This design comes from an exercise in tuning for small area on the open sky130 flow, not from production work.
The RTL was checked by simulation tests, not by an equivalence proof against the original design.

==> inputs of build 84 <==
// feed_forward_neural_network_top
module feed_forward_neural_network_top #(parameter
    BITS_PER_WORD = 32,
    INPUT_VECTOR_COUNT = 1,
    INPUT_VECTOR_SIZE=2,
    INPUT_WORD_SIZE=1,
    HIDDEN_LAYER_SIZE = 2,
    OUTPUT_VECTOR_SIZE = 1,
    BIAS_SIZE = 1,
    CLOG2_MAX_WEIGHTS_N = 2,
    CLOG2_MAX_WEIGHTS_M = 2
) (
    input clk,
    input reset_n,
    input weights_en,
    input [0:0] weights_layer_address,
    input [CLOG2_MAX_WEIGHTS_N-1:0] weights_n_address,
    input [CLOG2_MAX_WEIGHTS_M-1:0] weights_m_address,
    input signed [BITS_PER_WORD-1:0] weights_data,
    input in_en,
    input[INPUT_VECTOR_SIZE-1:0] in_data,
    output reg out_en,
    output reg[(BITS_PER_WORD * OUTPUT_VECTOR_SIZE)-1:0] out_data
);
==> flow/config.mk <==
export PLATFORM = sky130hd
export DESIGN_NAME = feed_forward_neural_network_top
export DESIGN_NICKNAME = feed_forward_neural_network_top
export VERILOG_FILES = /design/flow/design.v
export SDC_FILE = /design/flow/constraint.sdc
export NUM_CORES = 4
export LEC_CHECK = 0
export ABC_AREA = 1
export CAP_MARGIN = 5
export CORE_MARGIN = 2
export CORE_UTILIZATION = 40
export CTS_BUF_LIST = sky130_fd_sc_hd__clkbuf_4 sky130_fd_sc_hd__clkbuf_8
export CTS_CLUSTER_DIAMETER = 80
export CTS_CLUSTER_SIZE = 14
export SLEW_MARGIN = 5
export SYNTH_HIERARCHICAL = 1
==> flow/constraint.sdc <==
create_clock -name core_clock -period 20.0 [get_ports {clk}]
set_input_delay 4.0000 -clock core_clock [delete_from_list [all_inputs] [get_ports {clk}]]
set_output_delay 4.0000 -clock core_clock [all_outputs]
set_load 0.01 [all_outputs]
standard.sh (not shown) runs the stock make flow with config.mk's settings and CLKGATE_MAP_FILE= SYNTH_SCRIPT=/design/flow/synth_recipe.tcl, a recipe that flattens the netlist after the stock synthesis.
==> flow/flow/run.sh <==
#!/bin/bash
# The standard layout, except that ABC maps the combinational logic with an
# area-oriented script (flow/abc_area.script, selected by ABC_AREA=1) instead of
# ORFS's delay-driven one, and the port buffers are the smallest buffer cell.
# Everything else is ORFS's own scripts, unchanged.
set -euo pipefail
work=$(pwd)
rm -rf "$work/scripts"
cp -r "$FLOW_HOME/scripts" "$work/scripts"
cp "$work/flow/abc_area.script" "$work/scripts/abc_area.script"
bash "$work/standard.sh" SCRIPTS_DIR="$work/scripts" BUFFER_PORTS_ARGS="-buffer_cell sky130_fd_sc_hd__buf_1" finish > "$work/standard.log" 2>&1
==> flow/flow/abc_area.script <==
&get -n
&st
&dch
&nf -R 1000
&put
==> trial 21: changes against build 84 <==
==> flow/flow/run.sh (replaced) <==
#!/bin/bash
# The standard layout, except that ABC maps the combinational logic with an
# area-oriented script (flow/abc_area.script, selected by ABC_AREA=1) instead of
# ORFS's delay-driven one. Everything else is ORFS's own scripts, unchanged.
set -euo pipefail
work=$(pwd)
rm -rf "$work/scripts"
cp -r "$FLOW_HOME/scripts" "$work/scripts"
cp "$work/flow/abc_area.script" "$work/scripts/abc_area.script"
bash "$work/standard.sh" SCRIPTS_DIR="$work/scripts" finish > "$work/standard.log" 2>&1
--- a/flow/config.mk
+++ b/flow/config.mk
@@ -9,8 +9,6 @@
 export CAP_MARGIN = 5
 export CORE_MARGIN = 2
-export CORE_UTILIZATION = 40
-export CTS_BUF_LIST = sky130_fd_sc_hd__clkbuf_4 sky130_fd_sc_hd__clkbuf_8
-export CTS_CLUSTER_DIAMETER = 80
-export CTS_CLUSTER_SIZE = 14
+export CORE_UTILIZATION = 65
+export CTS_BUF_LIST = sky130_fd_sc_hd__clkbuf_2 sky130_fd_sc_hd__clkbuf_4
 export SLEW_MARGIN = 5
 export SYNTH_HIERARCHICAL = 1
==> qor.csv <==
stage,metric,value,unit
sta,min setup slack post-route,1020,ps
grt,number of global-route vias before repair,40100,
clocking,Num CTS Buffers,34,
floorplan,Die Y,352,um
sta,part of the cycle the worst path needs,0.949,
final_layout,Final clock-cell share,0.0115,
floorplan,tapcells inserted,1612,
detailed_routing,final WL,194000,um
setup_path,Worst Reg-to-Reg Cells,50,
setup_path,cell depth of the worst setup path,51,
detailed_routing,wire length on met3,29300,um
run_status,status,timing/DRC/antenna clean,
detailed_routing,Iteration-0 DRC Markers,5121,
clocking,root buffer cell,clkbuf_8,
clocking,Worst-Skew Late Latency,730,ps
# the run above: build 84

==> qor.csv <==
stage,metric,value,unit
run_status,status,timing/DRC/antenna clean,
setup_path,cell depth of the worst setup path,50,
detailed_routing,final WL,192000,um
grt,GRT busiest layer,met2,
sta,clock skew,103,ps
clocking,Worst-Skew Late Latency,900,ps
sta,min setup slack post-route,736,ps
grt,number of global-route vias before repair,43000,
clocking,root buffer cell,clkbuf_4,
clocking,Num CTS Buffers,84,
floorplan,tapcells inserted,969,
final_layout,Final clock-cell share,0.0216,
floorplan,Die Y,277,um
sta,part of the cycle the worst path needs,0.963,
detailed_routing,wire length on met3,36000,um
# the run above: trial 21

-- static timing again, ports no longer ideal --
The flow's constraints put no driver on any port. The routed layouts listed below were extracted and timed again, unchanged, in two steps. Step 1 (the two cells are an assumption about what drives the block):
set clk [get_ports {clk}]
set_driving_cell -lib_cell sky130_fd_sc_hd__clkbuf_16 $clk
set_driving_cell -lib_cell sky130_fd_sc_hd__buf_2 [delete_from_list [all_inputs] $clk]
Step 2, shift: input delay + t, output delay - t, t = (earliest + latest rising clock arrival at the registers) / 2. This alone moves slack from input paths to output paths. Slacks: ideal / step 1 / step 2; pairs: ideal / step 1.
run | shift t [ns] | slack for setup (ns) | worst hold slack (ns) | slew at the worst register clock pin (ns) | cell pins on the clock port's net
build 84 | 0.757 | 1.018 / 1.062 / 0.305 | 0.469 / 0.469 / 0.469 | 0.10 / 0.10 | 1
trial 21 | 0.919 | 0.736 / 0.776 / -0.144 | 0.460 / 0.460 / 0.460 | 0.08 / 0.08 | 1
With both steps, setup timing fails in trial 21, where it was met with ideal ports. For trial 21, which loses most, drivers alone change the setup slack by +0.040 ns; drivers and shift together by -0.880 ns.
